Background: an optimization exercise with open tools, aiming at small area. Do not read the settings as production practice.
Function was checked by simulation only, so behaviour that the tests miss may differ from the original.
Power is estimated from default activity; no workload was simulated.

## algo_top
module  algo_top(
        input                   sclk                    ,
        input                   s_rst_n                 ,
        input                   vsync_i                 ,
        input                   hsync_i                 ,
        input   [15 : 0]        data_i                  ,
        input   [1 : 0]         sel                     ,
        input                   data_en                 ,
        output  reg             vsync_o                 ,
        output  reg             hsync_o                 ,
        output  wire [15 : 0]   rgb565                  ,
        output  wire    [15 : 0]   valid_num            ,
        output  wire    [31 : 0]   x_coor               ,
        output  wire    [31 : 0]   y_coor               ,
        output  wire            coor_valid_flag
);
clock: 10.0 ns
lec_check: 0
cap_margin: 20
core_margin: 2
core_utilization: 70
cts_buf_list: sky130_fd_sc_hd__clkbuf_8
cts_cluster_diameter: 60
cts_cluster_size: 20
slew_margin: 20
standard.sh (not shown) runs the stock make flow with config.mk's settings and CLKGATE_MAP_FILE= SYNTH_SCRIPT=/design/flow/synth_recipe.tcl, a recipe that flattens the netlist after the stock synthesis.
==> flow/flow/run.sh <==
#!/bin/bash
# Own flow: the standard layout (standard.sh, unchanged synthesis,
# floorplan, power grid, placement and routing) with two settings passed
# to ORFS through its own variables:
#  - port buffers made of the smallest buffer cell (every input and
#    output port still gets its own buffer).
# Each tool's full output is in the ORFS logs under orfs/logs/; make's own
# output goes to standard.log in this folder.
set -euo pipefail
export CTS_ARGS="-sink_clustering_enable -repair_clock_nets -dont_use_dummy_load -sink_clustering_size 30 -sink_clustering_max_diameter 45 -buf_list sky130_fd_sc_hd__clkbuf_8 -sink_clustering_buffer sky130_fd_sc_hd__clkbuf_16"
export BUFFER_PORTS_ARGS="-buffer_cell sky130_fd_sc_hd__buf_1"
bash standard.sh > standard.log 2>&1
The starting point finished clean.
Rerun with:
--- a/flow/flow/run.sh
+++ b/flow/flow/run.sh
@@ -9,3 +9,3 @@
 set -euo pipefail
-export CTS_ARGS="-sink_clustering_enable -repair_clock_nets -dont_use_dummy_load -sink_clustering_size 30 -sink_clustering_max_diameter 45 -buf_list sky130_fd_sc_hd__clkbuf_8 -sink_clustering_buffer sky130_fd_sc_hd__clkbuf_16"
+export CTS_ARGS="-sink_clustering_enable -repair_clock_nets -dont_use_dummy_load -sink_clustering_size 20 -sink_clustering_max_diameter 50 -buf_list sky130_fd_sc_hd__clkbuf_8"
 export BUFFER_PORTS_ARGS="-buffer_cell sky130_fd_sc_hd__buf_1"
- CAP_MARGIN: 20 -> 0
- CORE_UTILIZATION: 70 -> 75
- CTS_BUF_LIST: sky130_fd_sc_hd__clkbuf_8 -> not set
- CTS_CLUSTER_DIAMETER: 60 -> not set
- CTS_CLUSTER_SIZE: 20 -> not set
- PLACE_DENSITY: not set -> 0.9
- SLEW_MARGIN: 20 -> 0
=>
- first-iteration DRC count climbs by 22%
- setup slack got worse by 890 ps
- final area falls by 2.4%
- utilization rises by 3.3 points
- routed wire length rose by 7.9%
- total power shrinks by 7.0%
- count of clock-buffer cells in the layout goes down by 7
Rerun with:
--- a/flow/flow/run.sh
+++ b/flow/flow/run.sh
@@ -9,3 +9,3 @@
 set -euo pipefail
-export CTS_ARGS="-sink_clustering_enable -repair_clock_nets -dont_use_dummy_load -sink_clustering_size 20 -sink_clustering_max_diameter 50 -buf_list sky130_fd_sc_hd__clkbuf_8"
+export CTS_ARGS="-sink_clustering_enable -repair_clock_nets -dont_use_dummy_load -sink_clustering_size 18 -sink_clustering_max_diameter 60 -buf_list sky130_fd_sc_hd__clkbuf_8"
 export BUFFER_PORTS_ARGS="-buffer_cell sky130_fd_sc_hd__buf_1"
- CAP_MARGIN: 0 -> 20
- CORE_UTILIZATION: 75 -> 70
- CTS_BUF_LIST: not set -> sky130_fd_sc_hd__clkbuf_8
- CTS_CLUSTER_DIAMETER: not set -> 60
- CTS_CLUSTER_SIZE: not set -> 20
- PLACE_DENSITY: 0.9 -> not set
- SLEW_MARGIN: 0 -> 20
After rerunning: Via count falls by 2.3%; critical path depth goes up by 6; die area came out higher by 7.0%.
Rerun with:
--- a/flow/flow/run.sh
+++ b/flow/flow/run.sh
@@ -9,3 +9,3 @@
 set -euo pipefail
-export CTS_ARGS="-sink_clustering_enable -repair_clock_nets -dont_use_dummy_load -sink_clustering_size 18 -sink_clustering_max_diameter 60 -buf_list sky130_fd_sc_hd__clkbuf_8"
+export CTS_ARGS="-sink_clustering_enable -repair_clock_nets -dont_use_dummy_load -sink_clustering_size 20 -sink_clustering_max_diameter 50 -buf_list sky130_fd_sc_hd__clkbuf_8"
 export BUFFER_PORTS_ARGS="-buffer_cell sky130_fd_sc_hd__buf_1"
Total power hardly moves.
Hold slack is worse by 18 ps.
Clock-buffer cell count stays the same.

-- port drivers added, routing unchanged --
The flow's constraints put no driver on any port. The routed layouts listed below were extracted and timed again, unchanged, in two steps. Step 1 (the two cells are an assumption about what drives the block):
set clk [get_ports {sclk}]
set_driving_cell -lib_cell sky130_fd_sc_hd__clkbuf_16 $clk
set_driving_cell -lib_cell sky130_fd_sc_hd__buf_2 [delete_from_list [all_inputs] $clk]
Step 2 adds t to the input delays and takes it off the output delays; t is the mean of the earliest and latest rising clock arrival at the registers after step 1. Input paths then give back, and output paths get back, about the clock's delay inside the block. Slacks: no drivers / after step 1 / after step 2; pairs: no drivers / after step 1.
| run | shift t [ns] | slack for setup (ns) | slew at the worst register clock pin (ns) | worst slew at a driven data input, ns | cell pins on the clock port's net |
|---|---|---|---|---|---|
| the first run | 0.962 | 6.488 / 6.423 / 6.507 | 0.09 / 0.09 | 0.07 | 1 |
| the second run | 0.908 | 5.593 / 5.593 / 5.593 | 0.12 / 0.12 | 0.08 | 1 |
| the third run | 0.907 | 6.494 / 6.451 / 6.494 | 0.11 / 0.11 | 0.07 | 1 |
| the fourth run | 0.895 | 6.470 / 6.470 / 6.470 | 0.11 / 0.11 | 0.07 | 1 |
After both steps setup and hold are still met in every run listed.
